This is an optimization exercise on Yosys and OpenROAD, whose aim is small area, not a production implementation. RTL that was checked went through simulation tests only; none was proved equivalent to the original. Power and IR drop assume default switching activity.

== job 101 ==
// top_module_d11
module top_module_d11(
    i_clk,
    i_reset,
    i_start,
    i_load,
    i_enc_dec,
    i_pt1,
    i_pt2,
    i_key1,
    i_key2,
    i_r,
    o_ct1,
    o_ct2,
    o_done
);
For scale: roughly 1800 cells after synthesis, ~16000 um^2 of cells after synthesis.
Settings: LEC_CHECK=0, ABC_AREA=1, CAP_MARGIN=20, CORE_MARGIN=2, CORE_UTILIZATION=40, CTS_BUF_LIST=sky130_fd_sc_hd__clkbuf_2 sky130_fd_sc_hd__clkbuf_4, CTS_CLUSTER_DIAMETER=45, CTS_CLUSTER_SIZE=10, SETUP_SLACK_MARGIN=0.1, SLEW_MARGIN=20; clock period 6.0 ns.
standard.sh (not shown) runs the stock make flow with config.mk's settings and CLKGATE_MAP_FILE= SYNTH_SCRIPT=/design/flow/synth_recipe.tcl, a recipe that flattens the netlist after the stock synthesis.
==> flow/flow/run.sh <==
#!/bin/bash
set -euo pipefail
export BUFFER_PORTS_ARGS="-buffer_cell sky130_fd_sc_hd__buf_1"
bash standard.sh > standard.log 2>&1
Input-level comparison between job 102 and job 101:
Settings: CTS_BUF_LIST: sky130_fd_sc_hd__clkbuf_2 sky130_fd_sc_hd__clkbuf_4 -> sky130_fd_sc_hd__clkbuf_4.
Notes after the runs:
Filler cell count in the final layout: job 102 vs job 101 identical
From job 101 to job 102, share of flip-flops with an asynchronous set or reset after synthesis did not move at all.
Comparing job 101 against job 102, there is no change at all in number of instances resized during post-cts repair.
Total power: job 101 vs job 102 identical
Re cell area: no difference whatsoever between job 102 and job 101.

---

build 30:
Another version of the RTL of top_module_d11 (not shown whole).
Size in the first run: ~1900 cells after synthesis, ~450 flip-flops, roughly 0.018 mm2 of cells after synthesis.
export LEC_CHECK = 0
export ABC_AREA = 1
export CAP_MARGIN = 20
export CORE_MARGIN = 2
export CORE_UTILIZATION = 60
export CTS_BUF_LIST = sky130_fd_sc_hd__clkbuf_2
export CTS_CLUSTER_SIZE = 30
export SETUP_SLACK_MARGIN = 0.1
export SLEW_MARGIN = 20
create_clock -name core_clock -period 6.0 [get_ports {i_clk}]
Scripts as last shown in full above: flow/flow/run.sh
As the logs show, build 30 stopped at 3_2_place_iop after a tool error, so it never reached the end of the flow.
### build 30 -> build 76
--- a/flow/config.mk
+++ b/flow/config.mk
@@ -9,7 +9,5 @@
 export CAP_MARGIN = 20
 export CORE_MARGIN = 2
-export CORE_UTILIZATION = 60
-export CTS_BUF_LIST = sky130_fd_sc_hd__clkbuf_2
-export CTS_CLUSTER_SIZE = 30
+export CORE_UTILIZATION = 40
 export SETUP_SLACK_MARGIN = 0.1
 export SLEW_MARGIN = 20
==> run notes <==
- Looking at the reports, build 76 completed the entire flow and the layout it produced met the timing, design-rule and antenna checks.
- Higher horizontal extent of the die goes to build 76 over build 30.
- Diff build 76..build 30 | synthesized area | unchanged
- Re proportion of synthesized flip-flops having asynchronous set or reset: no difference whatsoever between build 76 and build 30.
- Taking build 30 as the reference point, the die height of build 76 rises by about 22%.
- | starting density of the core | higher: build 30 |
- As far as synthesized cell count goes, build 30 and build 76 are indistinguishable; the numbers are identical.
- Build 76 against build 30: net count of the mapped netlist saw little to no change; number of placement rows saw an increase; number of enable-type register cells in the synthesized netlist saw little to no change.
Setup changes, build 76 to build 15
--- a/flow/config.mk
+++ b/flow/config.mk
@@ -9,5 +9,5 @@
 export CAP_MARGIN = 20
 export CORE_MARGIN = 2
-export CORE_UTILIZATION = 40
+export CORE_UTILIZATION = 60
 export SETUP_SLACK_MARGIN = 0.1
 export SLEW_MARGIN = 20
### Flow results
- Build 15 did not make it past 3_2_place_iop, where a tool error ended it.
- Compared with build 76, build 15 shows a lower chip width.
- On build 15: floorplan row count is about 20% lower than what build 76 gave.
- Comparing build 76 against build 15, there is no change at all in mapped cell area.
- As far as synthesized cell count goes, build 76 and build 15 are indistinguishable; the numbers are identical.
- Average instance area after synthesis: build 76 vs build 15 identical
- Post-synthesis share of cell area spent on full adders, half adders and majority gates came out exactly the same in build 15 and build 76.
- The initial cell density of the core of build 15 is higher than that of build 76.
Function was not checked in any run of this note: the RTL went through the layout flow alone.

---

## v27
Another version of the RTL of top_module_d11 (not shown whole).
For scale: about 1800 cells after synthesis, roughly 430 flip-flops, roughly 16000 um^2 of cells after synthesis.
==> flow/design.v (excerpt) <==
module top_module_d11(
    i_clk,
    i_reset,
    i_start,
    i_load,
    i_enc_dec,
    i_pt1,
    i_pt2,
    i_key1,
    i_key2,
    i_r,
    o_ct1,
    o_ct2,
    o_done
);
export LEC_CHECK = 0
export ABC_AREA = 1
export CAP_MARGIN = 20
export CORE_MARGIN = 2
export CORE_UTILIZATION = 45
export CTS_BUF_LIST = sky130_fd_sc_hd__clkbuf_4
export CTS_CLUSTER_DIAMETER = 45
export CTS_CLUSTER_SIZE = 10
export SETUP_SLACK_MARGIN = 0.1
export SLEW_MARGIN = 20
create_clock -name core_clock -period 6.0 [get_ports {i_clk}]
Scripts as last shown in full above: flow/flow/run.sh
Run status, v27: aborted in I/O pin placement, error PPL-0024
Input changes introduced in v21 (baseline for comparison: v27):
Settings: CORE_UTILIZATION now 40, was 45.
--- outcome ---
- Taking v27 as the reference, in v21 synthesized area flat; share of synthesized flip-flops with an asynchronous set or reset flat.
- Diff v27..v21 | number of enable-type register cells in the synthesized netlist | unchanged
- Re starting density of the core: v21 and v27 aren't equal, and the lower value belongs to v21.
- The synthesized netlist cell count of v27 and that of v21 are within noise of each other.
- Taking v27 over v21, the width of the die ratio works out to 0.944.
- Height of the die for v21 is higher than for v27.
- Re number of cell rows: v21 is 5.8% up on v27.
- No stage failed in v21, and the final checks on the layout all came back clean.
The following lists how v51 was set up differently from v21:
Settings: swapping 40 for 50 in CORE_UTILIZATION.
[summary]
- v21: all stages complete, timing, DRC and antenna checks passed
- As the logs show, v51 stopped at I/O pin placement after a tool error, so it never reached the end of the flow.
- Summary of the comparison: floorplan die width is lower in v51, relative to v21.
- Of v51 and v21, v21 shows the higher count of standard-cell rows, with v51 below it.
- Looking at v51 and v21, the number of cells produced by synthesis is a wash.
- From v21 to v51 the numbers moved as follows: floorplan die height lost 21 um, initial cell density of the core picked up an extra 10 points.

---

job 3671:
Another version of the RTL of top_module_d11 (not shown whole).
For scale: ~1900 cells after synthesis, about 450 flip-flops, roughly 710 I/O pins, roughly 17000 um^2 of cells after synthesis.
export LEC_CHECK = 0
export ABC_AREA = 1
export CAP_MARGIN = 10
export CORE_MARGIN = 2
export CORE_UTILIZATION = 40
export CTS_BUF_LIST = sky130_fd_sc_hd__clkbuf_4
export CTS_CLUSTER_DIAMETER = 45
export CTS_CLUSTER_SIZE = 11
export SETUP_SLACK_MARGIN = 0.1
export SLEW_MARGIN = 10
create_clock -name core_clock -period 6.0 [get_ports {i_clk}]
Scripts as last shown in full above: flow/flow/run.sh
Job 3671 finished every stage and its layout cleared the timing, design-rule and antenna checks.
Changes in job 2802 relative to job 3671:
# job 3671
export LEC_CHECK = 0
export ABC_AREA = 1
export CAP_MARGIN = 10
export CORE_MARGIN = 2
export CORE_UTILIZATION = 40
export CTS_BUF_LIST = sky130_fd_sc_hd__clkbuf_4
export CTS_CLUSTER_DIAMETER = 45
export CTS_CLUSTER_SIZE = 11
export SETUP_SLACK_MARGIN = 0.1
export SLEW_MARGIN = 10
create_clock -name core_clock -period 6.0 [get_ports {i_clk}]
# job 2802
export LEC_CHECK = 0
export ABC_AREA = 1
export CAP_MARGIN = 0
export CORE_MARGIN = 2
export CORE_UTILIZATION = 40
export CTS_BUF_LIST = sky130_fd_sc_hd__clkbuf_4
export CTS_CLUSTER_DIAMETER = 45
export CTS_CLUSTER_SIZE = 10
export SETUP_SLACK_MARGIN = 0.1
export SLEW_MARGIN = 0
create_clock -name core_clock -period 6.0 [get_ports {i_clk}]
[summary]
- Job 3671 -> job 2802: number of vias per cell flat
- Delta (job 2802 minus job 3671): total power draw went down, longest individual stage delay on the worst path went down, sequential cell area share went up.
- Met2 track utilization from global routing essentially unchanged between job 2802 and job 3671.
- Diff job 3671..job 2802 | flip-flop and latch count | unchanged
- Against job 3671, job 2802 comes in 0.053 ns higher on post-layout minimum cycle time.
- Job 2802 has less setup slack than job 3671.

---

run F:
Starting RTL as in the previous note.
Settings: LEC_CHECK=0, ABC_AREA=1, CAP_MARGIN=20, CORE_MARGIN=2, CORE_UTILIZATION=40, CTS_BUF_LIST=sky130_fd_sc_hd__clkbuf_4, CTS_CLUSTER_DIAMETER=30, CTS_CLUSTER_SIZE=12, SETUP_SLACK_MARGIN=0.1, SLEW_MARGIN=20; clock period 6.0 ns.
Scripts as last shown in full above: flow/flow/run.sh
Run F did not stop at any stage, and its layout met the timing, design-rule and antenna checks.
Edits applied to the flow inputs when going from run F to run R:
Settings: CTS_CLUSTER_SIZE: 12 -> 10; CTS_CLUSTER_DIAMETER: 30 -> 45.
Findings:
On highest clock frequency the design can meet: between run F and run R, it ends up lower for run F. Run F: full flow OK, the timing, design-rule and antenna checks passed. Run R: done, clean on timing, DRC and antenna. Cmp run R vs run F: worst slew margin relative to its limit lower in run R. Number of fill cells (lower): run F. Changes observed in run R relative to run F: time the final worst path needs with I/O delays and setup now sits lower, share of layout cells above drive strength 1 now sits lower, wire length of the first global-routing pass now sits lower, iteration count of the initial detailed-routing pass now sits higher.

---

Setup of job 5447:
Another version of the RTL of top_module_d11 (not shown whole).
Size in the first run: ~2000 cells after synthesis, ~450 flip-flops.
clock: 6.0 ns
lec_check: 0
abc_area: 1
cap_margin: 20
core_margin: 2
core_utilization: 40
cts_buf_list: sky130_fd_sc_hd__clkbuf_4
setup_slack_margin: 0.1
slew_margin: 20
Scripts as last shown in full above: flow/flow/run.sh
Job 5447 | stages: all done | timing, DRC, antenna: all pass
[inputs] job 3065 vs job 5447
- removing CTS_BUF_LIST (formerly sky130_fd_sc_hd__clkbuf_4)
==> comparison <==
Looking at share of power burned in the clock network, job 3065 sits 4.7 points above job 5447.
Job 3065 vs. job 5447: proportion of power drawn by combinational gates lost 2.1 points, post-route core utilization picked up an extra 0.69 points, slew at the pin with the worst max-slew slack lost 3.1 ps, minimum clock period after layout picked up an extra 16 ps.

==> port drivers added, routing unchanged <==
In the flow no input, the clock included, has a driving cell. The finished layouts below were timed again as built, in two steps.
Step 1 assumes that a clkbuf_16 drives the clock port and a buf_2 every other input.
Step 2, shift: input delay + t, output delay - t, t = (earliest + latest rising clock arrival at the registers) / 2. This alone moves slack from input paths to output paths.
Three values: ideal ports, drivers, drivers and shift; two values: the first two.
run	shift t [ns]	setup slack, ns	worst data-port slew with drivers (ns)
job 101	0.841	1.659 / 1.659 / 1.659	0.11
job 102	0.841	1.659 / 1.659 / 1.659	0.11
build 76	0.645	2.401 / 2.401 / 2.333	0.11
v21	0.857	1.801 / 1.801 / 1.177	0.12
job 3671	0.880	2.138 / 2.138 / 1.918	0.10
job 2802	0.891	2.084 / 2.084 / 1.919	0.10
run F	0.846	2.044 / 2.044 / 1.960	0.11
run R	0.894	2.098 / 2.098 / 1.965	0.10
job 5447	0.905	2.445 / 2.445 / 2.386	0.21
job 3065	0.633	2.429 / 2.429 / 2.376	0.20
After both steps setup and hold are still met in every run listed. The setup slack of v21, which loses most, moves by 0.000 ns with the drivers and by -0.624 ns with both steps.
